What follows belongs to an exercise in optimizing a design on an open flow for small area and a short achievable clock period; a production flow would make more cautious choices.
The RTL was checked by simulation tests, not by an equivalence proof against the original design.
Power is estimated from default activity; no workload was simulated.

## the previous run
// pipelined_fpadder
module pipelined_fpadder (a,b,sub,rm,s,clk,clrn,e);
	input clk, clrn;
	input [15:0] a, b;
	input [1:0] rm;
	input sub;
	input e;
	output reg [15:0] s;
	wire [4:0] ea = a[14:10];
	wire [4:0] eb = b[14:10];
	wire ha = |ea;
	wire hb = |eb;
	wire [10:0] ma = {ha, a[9:0]};
	wire [10:0] mb = {hb, b[9:0]};
	wire [4:0] ee = ea + eb + 5'd17;           
	wire a_ff = &ea, b_ff = &eb;
	wire a_f0 = ~|a[9:0], b_f0 = ~|b[9:0];
	wire a_inf = a_ff & a_f0, b_inf = b_ff & b_f0;
	wire a_nan = a_ff & ~a_f0, b_nan = b_ff & ~b_f0;
	wire is_inf = a_inf | b_inf;
	wire is_nan = a_nan | b_nan | ((sub ^ a[15] ^ b[15]) & a_inf & b_inf);
	wire [8:0] nan9 = (a[8:0] > b[8:0]) ? a[8:0] : b[8:0];
	function [3:0] lzc11;
		input [10:0] m;
		integer i;
		begin
			lzc11 = 4'd11;
			for (i = 0; i <= 10; i = i + 1)
				if (m[i]) lzc11 = 4'd10 - i;
		end
	endfunction
	wire [3:0] la = lzc11(ma);
	wire [3:0] lb = lzc11(mb);
	wire [4:0] ll = la + lb;
	wire [4:0] mm = (ee == 5'd0) ? 5'd1 : ee;  
	wire ll_lt = ll < mm;
	wire [4:0] sh = ll_lt ? ll : mm;           
	wire [3:0] shc = (sh > 5'd15) ? 4'd15 : sh[3:0];
	wire [4:0] eb1 = ee + 5'd1 - sh;
	wire [14:0] c;
	fp_mul11 mul (.x(ma), .y(mb), .c(c));
	reg [14:0] r_c;
	reg [4:0] r_eb;
	reg [3:0] r_sh;
	reg [1:0] r_rm;
	reg r_sign, r_x, r_nan, r_inf;
	always @(posedge clk or negedge clrn) begin
		if (!clrn) begin
			r_c <= 0; r_eb <= 0; r_sh <= 0; r_rm <= 0;
			r_sign <= 0; r_x <= 0; r_nan <= 0; r_inf <= 0;
		end else if (e) begin
			r_c <= c;
			r_eb <= is_nan ? nan9[8:4] : eb1;    
  ...
export LEC_CHECK = 0
export ABC_CLOCK_PERIOD_IN_PS = 4000
export CAP_MARGIN = 20
export CORE_MARGIN = 2
export CORE_UTILIZATION = 40
export SETUP_SLACK_MARGIN = 2.5
export SLEW_MARGIN = 20
export SYNTH_HIERARCHICAL = 1
create_clock -name core_clock -period 7.0 [get_ports {clk}]
run.sh (not shown) runs the stock make flow with config.mk's settings and CLKGATE_MAP_FILE= SYNTH_SCRIPT=/design/flow/synth_recipe.tcl, a recipe that flattens the netlist after the stock synthesis.
The previous run completed; timing, DRC and antenna clean
Input changes introduced in the current run (baseline for comparison: the previous run):
- SETUP_SLACK_MARGIN: 2.5 -> 0.3
- ABC_CLOCK_PERIOD_IN_PS: 4000 -> unset
Results
- In summary, the current run completed successfully, with a layout that passed the timing, DRC and antenna checks.
- Non-clock buffer count, the current run vs the previous run: down by more than a quarter
- Changes observed in the current run relative to the previous run: half-perimeter wire length after detailed placement fell 820 µm; global-route wire length before repair fell by 4.4%; post-layout minimum cycle time up 0.54 ns; arrival time of data at the critical path endpoint went up 0.54 ns.
- Per the comparison of the current run with the previous run, via count now smaller, number of stages on the worst setup path went down by 3, final area moved down, slack of the critical path down 0.54 ns, power share of the combinational group decreased 4.4 points.

* * *

exp/onyx:
Another version of the RTL of pipelined_fpadder (not shown whole).
Size: ~1,100 cells after synthesis, roughly 8800 sq um of cells after synthesis.
==> flow/config.mk <==
export PLATFORM = sky130hd
export DESIGN_NAME = pipelined_fpadder
export DESIGN_NICKNAME = pipelined_fpadder
export VERILOG_FILES = /design/flow/design.v
export SDC_FILE = /design/flow/constraint.sdc
export NUM_CORES = 4
export LEC_CHECK = 0
export ABC_AREA = 1
export CAP_MARGIN = 20
export CORE_MARGIN = 2
export CORE_UTILIZATION = 55
export CTS_BUF_LIST = sky130_fd_sc_hd__clkbuf_8
export PLACE_DENSITY = 0.75
export SETUP_SLACK_MARGIN = 2.5
export SLEW_MARGIN = 20
export SYNTH_HIERARCHICAL = 1
==> flow/constraint.sdc <==
create_clock -name core_clock -period 7.0 [get_ports {clk}]
set_input_delay 1.4000 -clock core_clock [delete_from_list [all_inputs] [get_ports {clk}]]
set_output_delay 1.4000 -clock core_clock [all_outputs]
set_load 0.01 [all_outputs]
standard.sh (not shown) runs the stock make flow with config.mk's settings and CLKGATE_MAP_FILE= SYNTH_SCRIPT=/design/flow/synth_recipe.tcl, a recipe that flattens the netlist after the stock synthesis.
==> flow/flow/run.sh <==
#!/bin/bash
# The standard layout, with plain buffers (not delay buffers) on the ports.
set -euo pipefail
bash standard.sh "BUFFER_PORTS_ARGS=-buffer_cell sky130_fd_sc_hd__buf_1" finish > make_finish.log 2>&1
The flow did not stop early for exp/onyx: all stages ran, and the layout cleared the timing, DRC and antenna checks.
Changes in exp/cedar relative to exp/onyx:
diff --git a/flow/config.mk b/flow/config.mk
--- a/flow/config.mk
+++ b/flow/config.mk
@@ -9,7 +9,5 @@
 export CAP_MARGIN = 20
 export CORE_MARGIN = 2
-export CORE_UTILIZATION = 55
-export CTS_BUF_LIST = sky130_fd_sc_hd__clkbuf_8
-export PLACE_DENSITY = 0.75
+export CORE_UTILIZATION = 40
 export SETUP_SLACK_MARGIN = 2.5
 export SLEW_MARGIN = 20
Relative to exp/onyx, the total wirelength of the detailed-routed design of exp/cedar is higher by 7.7%. exp/cedar: no failed stages, no open violations at the end. Looking at die extent in x, exp/cedar sits 17% higher than exp/onyx does. [compare] base=exp/onyx new=exp/cedar: longest individual stage delay on the worst path now sits at about the same level, peak clock frequency supported by timing now sits higher, post-CTS setup-driven buffer insertion count now sits higher, switching power now sits higher. In the tables for exp/cedar and exp/onyx, share of total power consumed by net switching reads higher with exp/onyx. exp/cedar against exp/onyx: setup slack went up 66 ps; number of DRC violations after detailed routing held. Between exp/onyx and exp/cedar, number of buffer and inverter instances along the worst setup path increased.
> inputs changed (exp/cedar -> exp/umber)
diff --git a/flow/config.mk b/flow/config.mk
--- a/flow/config.mk
+++ b/flow/config.mk
@@ -10,4 +10,5 @@
 export CORE_MARGIN = 2
 export CORE_UTILIZATION = 40
+export CTS_BUF_LIST = sky130_fd_sc_hd__clkbuf_4
 export SETUP_SLACK_MARGIN = 2.5
 export SLEW_MARGIN = 20
==> run summary <==
Sequential power essentially unchanged between exp/cedar and exp/umber. exp/umber against exp/cedar: routing usage on met2 now sits at about the same level; design area dropped 1.8%; final critical-path required period rose 21 ps; area added between synthesis and finish went down. Of the two values seen for slowest library cell on the worst path, sky130_fd_sc_hd__buf_1 was produced by exp/cedar and sky130_fd_sc_hd__fa_1 by exp/umber. Sequential share of layout area, exp/umber and exp/cedar: lower on exp/cedar. Setup slack of the critical path after layout delta for exp/umber relative to exp/cedar: 21 ps lower. exp/umber: number of stages on the worst setup path is 9 lower than what exp/cedar reported.

* * *

Setup of run A:
Starting RTL as in the previous note.
Settings: LEC_CHECK=0, ABC_AREA=1, CAP_MARGIN=20, CORE_MARGIN=2, CORE_UTILIZATION=55, CTS_BUF_LIST=sky130_fd_sc_hd__clkbuf_8, PLACE_DENSITY=0.9, SETUP_SLACK_MARGIN=2.5, SLEW_MARGIN=20, SYNTH_HIERARCHICAL=1; clock period 7.0 ns.
Scripts as last shown in full above: flow/flow/run.sh
Run A | status: complete | timing, DRC, antenna: pass
Changes in run B relative to run A:
--- a/flow/config.mk
+++ b/flow/config.mk
@@ -11 +11 @@
-export CORE_UTILIZATION = 55
+export CORE_UTILIZATION = 65
@@ -13 +13 @@
-export PLACE_DENSITY = 0.9
+export PLACE_DENSITY = 0.85
==> run summary <==
- When run B is measured against run A, its global-route wire length before repair turns out about 1.6% lower.
- Diff run A -> run B | number of placement rows | decrease of 4
- Run B and run A ended up with roughly the same smallest hold slack.
- Note that the non-clock buffer count recorded for run A amounts to 1.2 times the value seen in run B.
- Static leakage in run B vs run A: down 3.1%
- Data arrival time at the worst-slack endpoint for run B: 0.24 ns down relative to run A
- Run comparison: run A termination of the worst setup path s[6]; run B termination of the worst setup path s[9]
- Looking at register-to-register slack, run B sits 0.21 ns above run A.
- The power of run B falls short of that of run A by about 9%.
diff inputs: run B => run C
--- a/flow/config.mk
+++ b/flow/config.mk
@@ -8 +8 @@
-export ABC_AREA = 1
+export ABC_AREA = 0
@@ -11 +11 @@
-export CORE_UTILIZATION = 65
+export CORE_UTILIZATION = 40
@@ -13 +12,0 @@
-export PLACE_DENSITY = 0.85
[summary]
For run B and run C, there was not a single run that failed to finish clean. On worst IR drop on VDD: run C sits below run B. In the tables for run B and run C, shortest clock period the worst path allows after layout reads higher with run C. Run C vs run B — wire length climbed by a few percent. Run C has critical path depth below what run B had. Of the two values seen for termination of the worst setup path, s[9] was produced by run B and s[14] by run C. [compare] base=run B new=run C: cell area increased by 550 µm² relative to the old numbers; number of buffers outside the clock class in the layout shows an increase of about 40%; global-route wire length before repair higher.
Edits applied to the flow inputs when going from run C to run D:
==> flow/flow/run.sh <==
#!/bin/bash
# The standard layout, with plain buffers (not delay buffers) on the ports.
set -euo pipefail
bash standard.sh "BUFFER_PORTS_ARGS=-buffer_cell sky130_fd_sc_hd__buf_2" finish > make_finish.log 2>&1
--- a/flow/config.mk
+++ b/flow/config.mk
@@ -8 +8 @@
-export ABC_AREA = 0
+export ABC_AREA = 1
@@ -11 +11 @@
-export CORE_UTILIZATION = 40
+export CORE_UTILIZATION = 55
@@ -12,0 +13 @@
+export PLACE_DENSITY = 0.75
Results
Taking run C over run D, the area of the placeable core ratio works out to 1.4.
Summary of run D over run C: final non-filler cell total now sits higher; delay of the slowest cell on the worst path went up by 0.03 ns; combined buffer and inverter count along the critical path now smaller; fraction of met2 tracks used by global routing went up; number of cells after detailed placement moved up.

* * *

pipelined_fpadder, a different RTL version from the one above (not shown whole).
For scale: ~1200 cells after synthesis, roughly 54 I/O pins, ~0.0090 mm^2 of cells after synthesis.
export LEC_CHECK = 0
export ABC_AREA = 1
export CAP_MARGIN = 20
export CORE_MARGIN = 2
export CORE_UTILIZATION = 40
export SETUP_SLACK_MARGIN = 3.5
export SLEW_MARGIN = 20
export SYNTH_HIERARCHICAL = 1
create_clock -name core_clock -period 7.0 [get_ports {clk}]
==> flow/flow/run.sh <==
#!/bin/bash
# The standard layout, with plain buffers (not delay buffers) on the ports.
set -euo pipefail
bash standard.sh "BUFFER_PORTS_ARGS=-buffer_cell sky130_fd_sc_hd__buf_1" finish > make_finish.log 2>&1
Change:
==> flow/run.sh (new file) <==
#!/bin/bash
# synth_recipe.tcl (not shown) runs the flow's synth.tcl, then flattens the netlist and writes it again
# the make line also repeats each setting of config.mk as NAME=value (left out here)
make -C /OpenROAD-flow-scripts/flow DESIGN_CONFIG=/design/flow/config.mk WORK_HOME=/design/flow/orfs CLKGATE_MAP_FILE= SYNTH_SCRIPT=/design/flow/synth_recipe.tcl finish
SETUP_SLACK_MARGIN = 0.3   (was 3.5)
removed: flow/flow/run.sh
removed: flow/standard.sh
After rerunning: The changed run passed the timing, DRC and antenna checks. Utilization decreases by 11 points. Routed wire length drops by 18%. Global-route usage went down by 3.0 points. Area after synthesis is unchanged. Hold slack gains 0.0064 ns. Design area came out lower by 20%. Total power falls by 21%.
Change:
==> flow/flow/run.sh (new file) <==
#!/bin/bash
# The standard layout, with plain buffers (not delay buffers) on the ports.
set -euo pipefail
bash standard.sh "BUFFER_PORTS_ARGS=-buffer_cell sky130_fd_sc_hd__buf_1" finish > make_finish.log 2>&1
==> flow/standard.sh (new file) <==
#!/bin/bash
# synth_recipe.tcl (not shown) runs the flow's synth.tcl, then flattens the netlist and writes it again
# the make line also repeats each setting of config.mk as NAME=value (left out here)
make -C /OpenROAD-flow-scripts/flow DESIGN_CONFIG=/design/flow/config.mk WORK_HOME=/design/flow/orfs CLKGATE_MAP_FILE= SYNTH_SCRIPT=/design/flow/synth_recipe.tcl "${@:-finish}"
SETUP_SLACK_MARGIN = 2.5   (was 0.3)
removed: flow/run.sh
Count of clock-buffer cells in the layout stays the same. Clock power rose by 4.9%. First-iteration DRC count rose by 43%.
Change:
SETUP_SLACK_MARGIN = 3.0   (was 2.5)
The changed run completed with no timing, DRC or antenna violations; design area came out higher by about a fifth; synthesized cell count does not change; clock skew came out higher by 0.0058 ns; die area is unchanged; total power came out higher by about a fifth; cell count came out higher by a few percent; setup slack improves by 0.24 ns; synthesized area does not change; routed wire length came out higher by roughly a tenth; global-route usage came out higher by 0.88 points.

* * *

v21:
pipelined_fpadder, a different RTL version from the one above (not shown whole).
For scale: about 54 I/O pins.
Design pipelined_fpadder, start of the top module:
module pipelined_fpadder (a,b,sub,rm,s,clk,clrn,e);
	input clk, clrn;
	input [15:0] a, b;
	input [1:0] rm;
	input sub;
	input e;
	output reg [15:0] s;
	wire [4:0] ea = a[14:10];
	wire [4:0] eb = b[14:10];
	wire ha = |ea;
	wire hb = |eb;
	wire [10:0] ma = {ha, a[9:0]};
	wire [10:0] mb = {hb, b[9:0]};
	wire [4:0] ee = ea + eb + 5'd17;           
	wire a_ff = &ea, b_ff = &eb;
	wire a_f0 = ~|a[9:0], b_f0 = ~|b[9:0];
	wire a_inf = a_ff & a_f0, b_inf = b_ff & b_f0;
	wire a_nan = a_ff & ~a_f0, b_nan = b_ff & ~b_f0;
	wire is_inf = a_inf | b_inf;
	wire is_nan = a_nan | b_nan | ((sub ^ a[15] ^ b[15]) & a_inf & b_inf);
	wire [8:0] nan9 = (a[8:0] > b[8:0]) ? a[8:0] : b[8:0];
	function [3:0] lz10;
		input [9:0] f;
		reg [15:0] g;
		reg [7:0] h8;
		reg [3:0] h4;
		reg [1:0] h2;
		reg z8, z4, z2;
		begin
			g = {f, 6'b111111};
			z8 = ~|g[15:8];
			h8 = z8 ? g[7:0] : g[15:8];
			z4 = ~|h8[7:4];
			h4 = z4 ? h8[3:0] : h8[7:4];
			z2 = ~|h4[3:2];
			h2 = z2 ? h4[1:0] : h4[3:2];
			lz10 = {z8, z4, z2, ~h2[1]};
		end
	endfunction
	wire [3:0] za = lz10(a[9:0]);
	wire [3:0] zb = lz10(b[9:0]);
	wire ez = ~|ee;
	wire [4:0] mm = {ee[4:1], ee[0] | ez};     
	wire [3:0] mc = mm[4] ? 4'd15 : mm[3:0];
	wire [3:0] zs = ha ? zb : za;
	wire [4:0] l1 = {1'b0, zs} + 5'd1;
	wire x1 = l1 < mm;
	wire [3:0] sh1 = x1 ? l1[3:0] : mc;
	wire [4:0] eb_1 = x1 ? ee - {1'b0, zs} : {4'd0, ~ez};
	wire [4:0] zz = {1'b0, za} + {1'b0, zb};
	wire x2 = zz < 5'd15;
	wire [3:0] sh2 = (zz > 5'd13) ? 4'd15 : zz[3:0] + 4'd2;
	wire [4:0] eb_2 = x2 ? 5'd16 - zz : 5'd1;
	wire both = ~ha & ~hb;
	wire none = ha & hb;
	wire ll_lt = none | (both ? x2 : x1);
	wire [3:0] shc = none ? 4'd0 : both ? sh2 : sh1;
	wire [4:0] eb1 = none ? ee + 5'd1 : both ? eb_2 : eb_1;
	wire [14:0] ps, pk;
	wire pcin;
	fp_mul11 mul (.x(ma), .y(mb), .s_hi(ps), .k_hi(pk), .cin(pcin));
	reg [13:0] r_ps, r_pk;
	reg r_cin;
	reg [4:0] r_eb;
	reg [3:0] r_sh;
	reg [1:0] r_rm;
	reg r_sign, r_x, r_nan, r_inf;
	always @(posedge clk or negedge clrn) begin
		if (!clrn) begin
			r_ps <= 0; r_pk <= 0; r_cin <= 0; r_eb <= 0; r_sh <= 0; r_rm <= 0;
  ...
==> flow/config.mk <==
export PLATFORM = sky130hd
export DESIGN_NAME = pipelined_fpadder
export DESIGN_NICKNAME = pipelined_fpadder
export VERILOG_FILES = /design/flow/design.v
export SDC_FILE = /design/flow/constraint.sdc
export NUM_CORES = 4
export LEC_CHECK = 0
export CAP_MARGIN = 20
export CORE_MARGIN = 2
export CORE_UTILIZATION = 40
export SETUP_SLACK_MARGIN = 0.3
export SLEW_MARGIN = 20
export SYNTH_HIERARCHICAL = 1
==> flow/constraint.sdc <==
create_clock -name core_clock -period 7.0 [get_ports {clk}]
set_input_delay 1.4000 -clock core_clock [delete_from_list [all_inputs] [get_ports {clk}]]
set_output_delay 1.4000 -clock core_clock [all_outputs]
set_load 0.01 [all_outputs]
run.sh (not shown) runs the stock make flow with config.mk's settings and CLKGATE_MAP_FILE= SYNTH_SCRIPT=/design/flow/synth_recipe.tcl, a recipe that flattens the netlist after the stock synthesis.
Stock flow here: none of the scripts above is used.
v21 went all the way through synthesis, placement and routing and the layout is clean on timing, DRC and antenna.
Modified inputs, v11 compared to v21
Settings: setting ABC_AREA to 1 for the first time; changing CORE_UTILIZATION from 40 to 60.
## What came out
Higher global routing usage on met2 among v21 and v11: v11. Looking at internal power contribution, v11 sits about 25% below v21. In the tables for v21 and v11, number of combinational gates with multiple inputs reads higher with v11. v11 reached the end of the flow, and the finished layout is clean on the timing, DRC and antenna checks. v21 ended with every stage complete and zero timing, DRC or antenna violations. Diff v21 -> v11 | total wirelength of the detailed-routed design | decrease of about 4%. Any difference in count of boundary I/O pins between v11 and v21 is small enough to ignore.

[what the ideal ports hide]
Ports are ideal in the flow. The routed layouts listed here were re-timed in OpenROAD.
Step 1, drivers: a clkbuf_16 drives clk and a buf_2 each remaining input, both assumed.
Step 2 times the ports against the registers' clock, not the clock port: input delays grow and output delays shrink by t, the midpoint of the rising clock arrivals with the driver on.
a / b / c = ideal / step 1 / step 2; a / b = the first two.
| run | t (ns) | slack for setup (ns) | slew at the worst register clock pin (ns) |
|---|---|---|---|
| the previous run | 0.328 | 1.086 / 1.085 / 0.757 | 0.07 / 0.07 |
| the current run | 0.328 | 0.547 / 0.561 / 0.233 | 0.07 / 0.07 |
| exp/onyx | 0.384 | 2.665 / 2.677 / 2.294 | 0.08 / 0.08 |
| exp/cedar | 0.378 | 2.731 / 2.750 / 2.372 | 0.06 / 0.06 |
| exp/umber | 0.457 | 2.710 / 2.713 / 2.256 | 0.12 / 0.12 |
| run A | 0.383 | 2.370 / 2.370 / 2.227 | 0.08 / 0.08 |
| run B | 0.380 | 2.585 / 2.585 / 2.331 | 0.09 / 0.09 |
| run C | 0.389 | 2.333 / 2.333 / 2.249 | 0.09 / 0.09 |
| run D | 0.389 | 2.727 / 2.743 / 2.354 | 0.08 / 0.08 |
| the first run of note 4 | 0.376 | 2.866 / 2.845 / 2.470 | 0.06 / 0.06 |
| the second run of note 4 | 0.365 | 1.780 / 1.802 / 1.437 | 0.05 / 0.05 |
| the third run of note 4 | 0.366 | 2.708 / 2.718 / 2.351 | 0.05 / 0.05 |
| the fourth run of note 4 | 0.366 | 2.950 / 2.940 / 2.573 | 0.06 / 0.06 |
| v21 | 0.376 | 1.219 / 1.237 / 0.862 | 0.06 / 0.06 |
| v11 | 0.369 | 1.605 / 1.621 / 1.251 | 0.06 / 0.06 |
After both steps every run listed still meets setup and hold. The setup slack of exp/umber, which loses most, moves by +0.003 ns with the drivers and by -0.454 ns with both steps.
